This design comes from an exercise in tuning for small area, a short achievable clock period and few clock cycles per item on the open sky130 flow, not from production work. In this exercise RTL edits were held to simulation tests only and were not proved equivalent to the original. Power figures rest on the tool's default switching activity, not on a simulated workload.

## run A
Design Binary_to_BCD, start of the top module:
module Binary_to_BCD
  #(parameter INPUT_WIDTH = 28,
    parameter DECIMAL_DIGITS = 8)
  (
   input                         clk,
   input                         rst,
   input [INPUT_WIDTH-1:0]       i_Binary,
   input                         i_Start,
   output [DECIMAL_DIGITS*4-1:0] o_BCD,
   output                        o_DV
   );
  function [3:0] add3(input [3:0] d, input en);
    reg c;
    begin
      c = en & (d[3] | (d[2] & (d[1] | d[0])));
      add3 = {c | d[3], c ? d[3] & d[0] : d[2], c ? (d[3] ? ~d[0] : d[1] & d[0]) : d[1], d[0] ^ c};
    end
  endfunction
  reg [33:0] r_R;
  reg        r_Busy, r_DV;
  reg [6:0] r_T;    
  reg [33:0] w_L;
  always @* begin
    w_L = {i_Binary, 6'b0};
    w_L = {w_L[32:0], w_L[33]};
    w_L = {w_L[32:0], w_L[33]};
    w_L = {w_L[32:0], w_L[33]};
    w_L[3:0] = add3(w_L[3:0], 1'b1);
    w_L = {w_L[32:0], w_L[33]};
  end
  reg [33:0] w_S;
  always @* begin
    w_S = r_R;
    w_S[3:0] = add3(w_S[3:0], 1'b1);
    w_S[7:4] = add3(w_S[7:4], 1'b1);
    w_S[11:8] = add3(w_S[11:8], r_T[0]);
    w_S[15:12] = add3(w_S[15:12], r_T[1]);
    w_S[19:16] = add3(w_S[19:16], r_T[3]);
    w_S[23:20] = add3(w_S[23:20], r_T[4]);
    w_S[27:24] = add3(w_S[27:24], r_T[5]);
    w_S = {w_S[32:0], w_S[33]};
    w_S[3:0] = add3(w_S[3:0], 1'b1);
    w_S[7:4] = add3(w_S[7:4], 1'b1);
    w_S[11:8] = add3(w_S[11:8], r_T[0]);
    w_S[15:12] = add3(w_S[15:12], r_T[1]);
    w_S[19:16] = add3(w_S[19:16], r_T[2]);
    w_S[23:20] = add3(w_S[23:20], r_T[4]);
    w_S[27:24] = add3(w_S[27:24], r_T[5]);
    w_S[31:28] = add3(w_S[31:28], r_T[6]);
    w_S = {w_S[32:0], w_S[33]};
    w_S[3:0] = add3(w_S[3:0], 1'b1);
    w_S[7:4] = add3(w_S[7:4], 1'b1);
    w_S[11:8] = add3(w_S[11:8], 1'b1);
    w_S[15:12] = add3(w_S[15:12], r_T[1]);
    w_S[19:16] = add3(w_S[19:16], r_T[2]);
    w_S[23:20] = add3(w_S[23:20], r_T[3]);
    w_S[27:24] = add3(w_S[27:24], r_T[5]);
    w_S[31:28] = add3(w_S[31:28], r_T[6]);
    w_S = {w_S[32:0], w_S[33]};
  end
  always @(posedge clk) begin
    r_R <= r_Busy ? w_S : w_L;
    r_T <= r_Busy ? {r_T[5:0], 1'b1} : 7'b0;
    if (rst) begin
      r_Busy <= 1'b0;
      r_DV   <= 1'b0;
    end else if (r_Busy) begin
      r_Busy <= ~r_T[6];
      r_DV   <= r_T[6];
    end else begin
      r_Busy <= i_Start;
      r_DV   <= 1'b0;
    end
  end
  assign o_BCD = r_R[31:0];
  assign o_DV  = r_DV;
endmodule
For scale: about 43 flip-flops, ~64 I/O pins, roughly 2900 µm² of cells after synthesis.
==> flow/config.mk <==
export PLATFORM = sky130hd
export DESIGN_NAME = Binary_to_BCD
export DESIGN_NICKNAME = Binary_to_BCD
export VERILOG_FILES = /design/flow/design.v
export SDC_FILE = /design/flow/constraint.sdc
export NUM_CORES = 4
export LEC_CHECK = 0
export ABC_AREA = 1
export CAP_MARGIN = 20
export CORE_MARGIN = 2
export CORE_UTILIZATION = 40
export PLACE_DENSITY = 0.6
export SETUP_SLACK_MARGIN = 2.95
export SLEW_MARGIN = 20
==> flow/constraint.sdc <==
create_clock -name core_clock -period 5.0 [get_ports {clk}]
set_input_delay 1.0000 -clock core_clock [delete_from_list [all_inputs] [get_ports {clk}]]
set_output_delay 1.0000 -clock core_clock [all_outputs]
set_load 0.01 [all_outputs]
standard.sh (not shown) runs the stock make flow with config.mk's settings and CLKGATE_MAP_FILE= SYNTH_SCRIPT=/design/flow/synth_recipe.tcl, a recipe that flattens the netlist after the stock synthesis.
==> flow/flow/run.sh <==
#!/bin/bash
# The standard layout (the standard.sh: ORFS with the standard flow's synthesis script),
# with two changes:
#  - synthesis maps the logic with the ABC script flow/abc_area.script (an
#    area-first mapping) in place of ORFS's abc_area.script; everything else in
#    ORFS's scripts folder is used as it is, from a copy made here;
#  - the port buffers that buffer_ports inserts are sky130_fd_sc_hd__buf_1.
# Every tool's output goes to standard_flow.log here; ORFS also keeps each
# step's log under orfs/logs.
set -euo pipefail
rm -rf scripts_abc
cp -r "$FLOW_HOME/scripts" scripts_abc
cp flow/abc_area.script scripts_abc/abc_area.script
bash standard.sh "SCRIPTS_DIR=$PWD/scripts_abc" 'BUFFER_PORTS_ARGS=-buffer_cell sky130_fd_sc_hd__buf_1' finish > standard_flow.log 2>&1
==> flow/flow/abc_area.script <==
strash
dch
map -a
topo
stime -c
buffer -c
upsize -c
dnsize -c
Testbench counts of run A, summed over its fixed seeds: cycles 11,520, items 1,280.
Here is what was changed in the inputs of run B compared with run A.
- SETUP_SLACK_MARGIN: 2.95 -> unset
==> flow/run.sh (new file) <==
#!/bin/bash
# synth_recipe.tcl (not shown) runs the flow's synth.tcl, then flattens the netlist and writes it again
# the make line also repeats each setting of config.mk as NAME=value (left out here)
make -C /OpenROAD-flow-scripts/flow DESIGN_CONFIG=/design/flow/config.mk WORK_HOME=/design/flow/orfs CLKGATE_MAP_FILE= SYNTH_SCRIPT=/design/flow/synth_recipe.tcl finish
removed: flow/flow/run.sh
removed: flow/flow/abc_area.script
removed: flow/standard.sh
Findings:
The final layout from run A, which completed every stage, passed the timing, design-rule and antenna checks at the end of the flow. Run B: flow completed, timing, DRC and antenna clean. Between run A and run B, the worst-case setup margin in the final layout is higher for run A. Of run A and run B, the lower final area belongs to run B. When the final numbers for run A and run B were put side by side, the combinational power turned out to be greater in run A. Of run A and run B, run A shows the higher number of signal-net buffers in the layout, with run B below it. Re share of async-settable or async-resettable flops after synthesis: no difference whatsoever between run A and run B.
[inputs] run C vs run B
- SETUP_SLACK_MARGIN newly set to 2.95
==> flow/flow/run.sh (new file) <==
#!/bin/bash
# The standard layout (the standard.sh, unchanged synthesis and steps), with
# the port buffers that buffer_ports inserts made sky130_fd_sc_hd__buf_1 cells
# instead of its default pick. Every tool's output goes to standard_flow.log here;
# ORFS also keeps each step's log under orfs/logs.
set -euo pipefail
bash standard.sh 'BUFFER_PORTS_ARGS=-buffer_cell sky130_fd_sc_hd__buf_1' finish > standard_flow.log 2>&1
==> flow/standard.sh (new file) <==
#!/bin/bash
# synth_recipe.tcl (not shown) runs the flow's synth.tcl, then flattens the netlist and writes it again
# the make line also repeats each setting of config.mk as NAME=value (left out here)
make -C /OpenROAD-flow-scripts/flow DESIGN_CONFIG=/design/flow/config.mk WORK_HOME=/design/flow/orfs CLKGATE_MAP_FILE= SYNTH_SCRIPT=/design/flow/synth_recipe.tcl "${@:-finish}"
removed: flow/run.sh
### Flow results
- Compared with run B, run C shows a higher number of buffer and inverter stages on the critical path.
- A endpoint of the worst setup timing path of r_R[21]$_DFF_P_ is what run C shows, while o_BCD[12] belongs to run B.
- Between run C and run B, the difference in maximum level of the CTS H-tree is negligible.
- Changes observed in run C relative to run B: share of the cycle needed by the critical path after routing moved down; total wirelength of the detailed-routed design higher; combinational power down 3.1%; final cell count without fillers shows an increase of 5; multi-input combinational cell area rose by 8.6%.
- Measured against each other, run C and run B differ in number of global-route vias before repair, the higher figure coming from run C.
The following lists how run D was set up differently from run C:
- SETUP_SLACK_MARGIN: 2.95 -> 3.1
==> flow/run.sh (new file) <==
#!/bin/bash
# synth_recipe.tcl (not shown) runs the flow's synth.tcl, then flattens the netlist and writes it again
# the make line also repeats each setting of config.mk as NAME=value (left out here)
make -C /OpenROAD-flow-scripts/flow DESIGN_CONFIG=/design/flow/config.mk WORK_HOME=/design/flow/orfs CLKGATE_MAP_FILE= SYNTH_SCRIPT=/design/flow/synth_recipe.tcl finish
removed: flow/flow/run.sh
removed: flow/standard.sh
### Flow results
Run C → run D: share of final-layout standard cells stronger than drive strength 1 grew by 27 points, combinational share of power grew by 9.5 points, internal power contribution grew by 21%, layout-stage area growth over the synthesis result grew by 35 points. Relative to run C, total power density per cell area decreased by about 6% in run D. Measured against each other, run D and run C differ in final hold slack, the higher figure coming from run C. Relative to run C, the final cell area reported for run D is higher. Compared with run C, run D shows a lower multi-input combinational area share. For the routed wire length, run D came in 1.8 mm higher than run C did. Compare run D and run C | count of cell instances traversed by the critical path higher: run C.
Relative to run D, the following input files were edited for run E:
- GPL_TIMING_DRIVEN newly set to 1
- SETUP_SLACK_MARGIN changed from 3.1 to 2.9
- PLACE_DENSITY changed from 0.6 to 0.7
- CORE_UTILIZATION changed from 40 to 55
==> flow/flow/run.sh (new file) <==
#!/bin/bash
# The standard layout (the standard.sh, unchanged synthesis and steps), with
# the port buffers that buffer_ports inserts made sky130_fd_sc_hd__buf_1 cells
# instead of its default pick. Every tool's output goes to standard_flow.log here;
# ORFS also keeps each step's log under orfs/logs.
set -euo pipefail
bash standard.sh 'BUFFER_PORTS_ARGS=-buffer_cell sky130_fd_sc_hd__buf_1' finish > standard_flow.log 2>&1
==> flow/standard.sh (new file) <==
#!/bin/bash
# synth_recipe.tcl (not shown) runs the flow's synth.tcl, then flattens the netlist and writes it again
# the make line also repeats each setting of config.mk as NAME=value (left out here)
make -C /OpenROAD-flow-scripts/flow DESIGN_CONFIG=/design/flow/config.mk WORK_HOME=/design/flow/orfs CLKGATE_MAP_FILE= SYNTH_SCRIPT=/design/flow/synth_recipe.tcl "${@:-finish}"
removed: flow/run.sh
[summary]
Diff run D -> run E: design area has decreased, chip height has decreased, cell count has decreased. Ratio of cells with drive above 1 in the final layout ended up 29 points lower on run E than on run D. Met3 wirelength from detailed routing: lower on run D. Run E vs. run D: worst setup slack moved up, register-to-register slack went up by 0.06 ns, maximum frequency went up. [run E] initial cell density of the core rose 16 points relative to run D. Taking run D over run E, the wire length ratio works out to 1.3.
The inputs of run F differ from those of run E as listed below.
- a change of PLACE_DENSITY from 0.7 to 0.6
- a deleted GPL_TIMING_DRIVEN that had been 1
- a change of CORE_UTILIZATION from 55 to 40
- a change of SETUP_SLACK_MARGIN from 2.9 to 3.05
### Flow results
Classification of the worst setup path: reg -> out -> run F, reg -> reg -> run E
Between run E and run F, cell area after layout increased.
Per the comparison of run F with run E, transition time of the tightest slew-check pin dropped 0.017 ns, shortest period the worst path allows grew by 0.0095 ns, final cell count saw an increase.
Total wirelength of the detailed-routed design in run F is 940 µm above run E.
More vias were needed by run F than by run E.
Sort run F and run E by share of the cycle needed by the critical path after routing desc -> top: run F
Comparing run F against run E, there is no change at all in final max-slew violation count.
Global routing met2 resource utilization sits lower in run F than in run E.
From run E to run F the numbers moved as follows: setup slack now smaller; total power climbed about 18%.

## afterwards: timing with drivers on the ports
In the flow no input, the clock included, has a driving cell. The finished layouts below were timed again as built, in two steps. Step 1 sets driving cells, clkbuf_16 on the clock port and buf_2 on the other inputs (assumed; they add their load-dependent delay and slew). Step 2, shift: input delay + t, output delay - t, t = (earliest + latest rising clock arrival at the registers) / 2. This alone moves slack from input paths to output paths. Three values: ideal ports, drivers, drivers and shift; two values: the first two.
run | t (ns) | setup WS [ns] | worst register clock-pin slew, ns
run A | 0.327 | 2.708 / 2.708 / 2.708 | 0.09 / 0.09
run B | 0.331 | 2.676 / 2.645 / 2.806 | 0.10 / 0.10
run C | 0.319 | 3.060 / 3.060 / 3.060 | 0.09 / 0.09
run D | 0.337 | 3.008 / 3.008 / 2.832 | 0.10 / 0.10
run E | 0.321 | 3.072 / 3.072 / 3.072 | 0.09 / 0.09
run F | 0.323 | 3.063 / 3.030 / 3.081 | 0.09 / 0.09
After both steps setup and hold are still met in every run listed. The setup slack of run D, which loses most, moves by 0.000 ns with the drivers and by -0.176 ns with both steps.
